This design comes from an exercise in tuning for small area, a short achievable clock period and few clock cycles per item on the open sky130 flow, not from production work.
At most, simulation tests tie the RTL to the original design; equivalence was not proved.

## div
module div (
    input wire                      clk,
    input wire                      rst_n,
    input wire                      div_start,
    input wire [2:0]                div_opcode,
    input wire [32-1 : 0]  div_divident,
    input wire [32-1 : 0]  div_divisor,
    output wire [32-1 : 0] div_quotient,
    output wire [32-1 : 0] div_remainder,
    output wire                     div_finish
);
reg st_idle, st_abs, st_shift, st_iter, st_fix, st_done;
reg [31:0] rem_r;     
reg [33:0] dsr_r;     
reg [31:0] quo_r;
reg [4:0]  lza_r;     
reg [4:0]  lzb_r;     
reg [4:0]  k_r;       
reg        sa_r;      
reg        sb_r;      
reg        cin_r;     
reg        neg_q;     
reg        neg_r;     
wire load = st_idle | st_done;
wire start_signed = (div_opcode == 3'd1);
wire start_sa     = start_signed & div_divident[31];
wire start_sb     = start_signed & div_divisor[31];
wire [31:0] rem_neg = ~rem_r + 32'd1;
wire [4:0] lz_in_a, lz_in_b, lz_neg_a, lz_neg_b;
wire       z_in_a, z_in_b, z_neg_a, z_neg_b;
div_find_ones u_lz_in_a  (.data_in(div_divident),  .lz(lz_in_a),  .zero(z_in_a));
div_find_ones u_lz_in_b  (.data_in(div_divisor),   .lz(lz_in_b),  .zero(z_in_b));
div_find_ones u_lz_neg_a (.data_in(rem_neg),       .lz(lz_neg_a), .zero(z_neg_a));
div_find_ones u_lz_neg_b (.data_in(~dsr_r[31:0]),  .lz(lz_neg_b), .zero(z_neg_b));
wire [5:0] k6     = {1'b0, lzb_r} - {1'b0, lza_r};
wire [4:0] k      = k6[4:0];
  ...
Size: about 2200 cells after synthesis, about 120 flip-flops, ~13000 um2 of cells after synthesis.
Settings: LEC_CHECK=0, ABC_AREA=1, CAP_MARGIN=20, CORE_MARGIN=2, CORE_UTILIZATION=40, SLEW_MARGIN=20; clock period 12.0 ns.
standard.sh (not shown) runs the stock make flow with config.mk's settings and CLKGATE_MAP_FILE= SYNTH_SCRIPT=/design/flow/synth_recipe.tcl, a recipe that flattens the netlist after the stock synthesis.
==> flow/flow/run.sh <==
#!/bin/bash
set -euo pipefail
MARGIN=8.3
bash standard.sh synth > synth.log 2>&1
bash standard.sh SETUP_SLACK_MARGIN=$MARGIN "BUFFER_PORTS_ARGS=-buffer_cell sky130_fd_sc_hd__buf_1" finish > layout.log 2>&1
Testbench counts at the start, summed over its fixed seeds: cycles 179,195, ops 12,000.
Next try:
Settings changed: ABC_AREA 1 to unset, CTS_BUF_LIST set to sky130_fd_sc_hd__clkbuf_4 sky130_fd_sc_hd__clkbuf_8.
Result: The new run completed without violations; synthesized cell count falls by 27%; maximum frequency barely changes; count of clock-buffer cells in the layout falls by 2; via count falls by 13%; die area falls by about 5.6%; cell count falls by about 23%; flip-flop and latch count is unchanged; area after synthesis falls by about 6%.
Next try:
Settings changed: CTS_BUF_LIST sky130_fd_sc_hd__clkbuf_4 sky130_fd_sc_hd__clkbuf_8 to unset.
The new run finished clean; first-iteration DRC count grows by about 4%; final cell count hardly moves; synthesized area does not change; routed wire length went down by about 0.44%.

* * *

== v6 ==
Another version of the RTL of div (not shown whole).
For scale: about 1700 cells after synthesis, about 120 flip-flops, roughly 140 I/O pins.
clock: 12.0 ns
lec_check: 0
cap_margin: 20
core_margin: 2
core_utilization: 40
slew_margin: 20
==> flow/flow/run.sh <==
#!/bin/bash
set -euo pipefail
MARGIN=8.8
bash standard.sh synth > synth.log 2>&1
bash standard.sh SETUP_SLACK_MARGIN=$MARGIN finish > layout.log 2>&1
v6 ran to completion and came out clean on the timing, design-rule and antenna checks.
Input-level comparison between v15 and v6:
-- flow/flow/run.sh --
<<< v6, line 3
MARGIN=8.8
>>> v15, line 3
MARGIN=7.5
Results
Looking at the reports, v15 completed the entire flow and the layout it produced met the timing, design-rule and antenna checks.
When v15 is measured against v6, its final clock period utilization by the worst path turns out 5.5 points higher.
Against v6, v15 comes in 48 ps lower on worst hold slack.
In the reports for v6 and v15, the larger via count belongs to v6.
As of v15, maximum clock frequency had fallen by more than 10% compared to v6.
Where global-route wire length before repair is concerned, v6 is outperformed by v15.
v15 vs v6: post-route met1 wirelength down by a few percent
Compared with v6, final cell count in v15 decreased by a little under 10%.
Fraction of cell area in non-clock buffers in v15 is 8.9 points lower than in v6
No run of this note included a check of the RTL's function; only the layout flow was run.

* * *

Another version of the RTL of div (not shown whole).
For scale: roughly 1600 cells after synthesis, ~130 flip-flops, roughly 140 I/O pins.
Settings: LEC_CHECK=0, CAP_MARGIN=20, CORE_MARGIN=2, CORE_UTILIZATION=40, SLEW_MARGIN=20; clock period 12.0 ns.
==> flow/flow/run.sh <==
#!/bin/bash
set -euo pipefail
MARGIN=8.4
bash standard.sh synth > synth.log 2>&1
bash standard.sh SETUP_SLACK_MARGIN=$MARGIN finish > layout.log 2>&1
The baseline produced a clean layout.
==> next run, changes <==
--- a/flow/flow/run.sh
+++ b/flow/flow/run.sh
@@ -2,3 +2,3 @@
 set -euo pipefail
-MARGIN=8.4
+MARGIN=8.1
 bash standard.sh synth > synth.log 2>&1
Result: Fmax falls by 7.0%; wire length falls by 5.4%; register-to-register slack is worse by 130 ps; setup slack is worse by 270 ps; synthesized area is unchanged.
No functional check of the RTL was part of any run of this note.

* * *

## rev 12
Another version of the RTL of div (not shown whole).
For scale: about 1600 cells after synthesis, about 140 I/O pins.
==> flow/config.mk <==
export PLATFORM = sky130hd
export DESIGN_NAME = div
export DESIGN_NICKNAME = div
export VERILOG_FILES = /design/flow/design.v
export SDC_FILE = /design/flow/constraint.sdc
export NUM_CORES = 4
export LEC_CHECK = 0
export CAP_MARGIN = 20
export CORE_MARGIN = 2
export CORE_UTILIZATION = 40
export SLEW_MARGIN = 20
==> flow/constraint.sdc <==
create_clock -name core_clock -period 12.0 [get_ports {clk}]
set_input_delay 2.4000 -clock core_clock [delete_from_list [all_inputs] [get_ports {clk}]]
set_output_delay 2.4000 -clock core_clock [all_outputs]
set_load 0.01 [all_outputs]
==> flow/flow/run.sh <==
#!/bin/bash
set -euo pipefail
MARGIN=8.6
bash standard.sh synth > synth.log 2>&1
bash standard.sh SETUP_SLACK_MARGIN=$MARGIN finish > layout.log 2>&1
What rev 13 does differently from rev 12 at the input level:
==> flow/flow/run.sh <==
#!/bin/bash
set -euo pipefail
MARGIN=8.1
bash standard.sh synth > synth.log 2>&1
bash standard.sh SETUP_SLACK_MARGIN=$MARGIN finish > layout.log 2>&1
Results
From rev 12 to rev 13, die span in y did not move at all.
Between rev 12 and rev 13, the flow reports number of global-route vias before repair decreasing by a little under 10%.
Relative to rev 12, the total track usage of rev 13 is lower by 3.4 points.
Relative to rev 12, the via count normalized by instance count measured on rev 13 has decreased slightly.
Function was not checked in any run of this note: the RTL went through the layout flow alone.

* * *

div with an RTL version that a note above also has.
For scale: ~1,600 cells after synthesis, roughly 120 flip-flops, roughly 140 I/O pins, ~12,000 um2 of cells after synthesis.
Settings: LEC_CHECK=0, CAP_MARGIN=20, CORE_MARGIN=2, CORE_UTILIZATION=40, SLEW_MARGIN=20; clock period 12.0 ns.
==> flow/flow/run.sh <==
#!/bin/bash
set -euo pipefail
MARGIN=8.45
bash standard.sh synth > synth.log 2>&1
bash standard.sh SETUP_SLACK_MARGIN=$MARGIN "BUFFER_PORTS_ARGS=-buffer_cell sky130_fd_sc_hd__buf_1" finish > layout.log 2>&1
Testbench counts at the start, summed over its fixed seeds: cycles 179,195, ops 12,000.
Rerun with:
--- a/flow/flow/run.sh
+++ b/flow/flow/run.sh
@@ -3 +3 @@
-MARGIN=8.45
+MARGIN=8.0
Result: The new run passed the timing, design-rule and antenna checks. Cell area came out lower by a few percent. Routed wire length drops slightly. Setup slack is worse by 0.30 ns. Die area stays the same. Area after synthesis stays the same. Synthesized cell count does not change. Non-clock buffer count goes down by 25. Critical path depth came out higher by 4.
Rerun with:
--- a/flow/flow/run.sh
+++ b/flow/flow/run.sh
@@ -3 +3 @@
-MARGIN=8.0
+MARGIN=8.3
- CTS_BUF_LIST: default -> sky130_fd_sc_hd__clkbuf_8
- CTS_CLUSTER_SIZE: default -> 30
Result: The changed run finished clean. Core utilization came out lower by 0.13 points. Die area stays the same. Wire length is about the same. Via count came out lower by 0.43%. Hold slack got worse by 0.019 ns. Global-route usage came out higher by 0.17 points.

* * *

== job 5055 ==
Another version of the RTL of div (not shown whole).
For scale: roughly 120 flip-flops.
export LEC_CHECK = 0
export CAP_MARGIN = 20
export CORE_MARGIN = 2
export CORE_UTILIZATION = 40
export SLEW_MARGIN = 20
create_clock -name core_clock -period 12.0 [get_ports {clk}]
==> flow/flow/run.sh <==
#!/bin/bash
set -euo pipefail
MARGIN=8.6
bash standard.sh synth > synth.log 2>&1
bash standard.sh SETUP_SLACK_MARGIN=$MARGIN "BUFFER_PORTS_ARGS=-buffer_cell sky130_fd_sc_hd__buf_1" finish > layout.log 2>&1
Job 5055 ended with every stage complete and zero timing, DRC or antenna violations.
Relative to job 5055, the following input files were edited for job 6417:
==> flow/flow/run.sh <==
#!/bin/bash
set -euo pipefail
MARGIN=8.3
bash standard.sh synth > synth.log 2>&1
bash standard.sh SETUP_SLACK_MARGIN=$MARGIN "BUFFER_PORTS_ARGS=-buffer_cell sky130_fd_sc_hd__buf_1" finish > layout.log 2>&1
--- outcome ---
- As far as setup TNS is concerned, job 5055 and job 6417 perform about the same.
- Die extent in x came out exactly the same in job 6417 and job 5055.
- Changes observed in job 6417 relative to job 5055: count of nets after finishing lower; shortest period the worst path allows higher.
- Job 6417 and job 5055 ended up with nearly the same number of multi-input combinational cells in the layout.
- Compared to job 5055, the router laid down less metal wire for job 6417.
- Global-route usage: job 6417 < job 5055
- met3 track demand over resource in global routing is higher on job 5055
- The lower critical path depth of job 6417 and job 5055 is in job 5055.
Edits applied to the flow inputs when going from job 6417 to job 8803:
- CTS_CLUSTER_SIZE: unset -> 30
- CTS_BUF_LIST: unset -> sky130_fd_sc_hd__clkbuf_8
Findings:
- Compared to job 6417, job 8803 has smallest setup slack after layout 0.0079 ns higher.
- Summary of job 8803 over job 6417: utilization went down by 0.47 points, final critical path time including I/O delays and setup now sits lower, global-route usage about even.
- Post-cts resize count (job 8803 vs. job 6417) decreases by more than 10%
Edits applied to the flow inputs when going from job 8803 to job 4381:
- CORE_UTILIZATION: 40 -> 55
- CTS_CLUSTER_SIZE: 30 -> unset
- CTS_BUF_LIST: sky130_fd_sc_hd__clkbuf_8 -> unset
[summary]
Maximum frequency for job 4381 is lower than for job 8803. Changes observed in job 4381 relative to job 8803: non-clock buffer count went down by 8.5%. Against job 8803 as the reference, job 4381 delivers a lower post-layout instance area. Job 8803 → job 4381: area growth from synthesis to final layout now sits lower.
Function was not checked in any run of this note: the RTL went through the layout flow alone.

==> what the ideal ports hide <==
The results above use ideal ports. As a check the final layouts listed here were re-extracted and re-timed, cells and wires unchanged.
Step 1, drivers: a clkbuf_16 drives clk and a buf_2 each remaining input, both assumed.
Step 2 adds t to the input delays and takes it off the output delays; t is the mean of the earliest and latest rising clock arrival at the registers after step 1. Input paths then give back, and output paths get back, about the clock's delay inside the block.
Three values: ideal, step 1, step 2; two values: the first two.
run	shift t [ns]	setup WS [ns]	slew at the worst register clock pin (ns)
the first run of note 1	0.499	8.348 / 8.296 / 7.946	0.07 / 0.07
the second run of note 1	0.510	8.346 / 8.298 / 7.887	0.09 / 0.09
the third run of note 1	0.478	8.353 / 8.299 / 7.919	0.07 / 0.07
v6	0.487	8.466 / 8.446 / 8.317	0.08 / 0.08
v15	0.483	7.804 / 7.754 / 7.665	0.08 / 0.08
the first run of note 3	0.483	8.399 / 8.370 / 8.095	0.07 / 0.07
the second run of note 3	0.480	8.127 / 8.075 / 8.077	0.08 / 0.08
rev 12	0.489	8.255 / 8.255 / 7.970	0.07 / 0.07
rev 13	0.475	8.144 / 8.093 / 7.898	0.07 / 0.07
the first run of note 5	0.476	8.383 / 8.356 / 7.925	0.06 / 0.06
the second run of note 5	0.482	8.086 / 8.086 / 7.698	0.06 / 0.06
the third run of note 5	0.514	8.346 / 8.296 / 7.898	0.09 / 0.09
job 5055	0.474	8.171 / 8.186 / 7.712	0.07 / 0.07
job 6417	0.470	8.157 / 8.167 / 7.697	0.06 / 0.06
job 8803	0.485	8.165 / 8.170 / 7.685	0.08 / 0.08
job 4381	0.472	8.117 / 8.126 / 7.655	0.07 / 0.07
After both steps every run listed still meets setup and hold. For job 8803, which loses most, drivers alone change the setup slack by +0.005 ns; drivers and shift together by -0.480 ns.
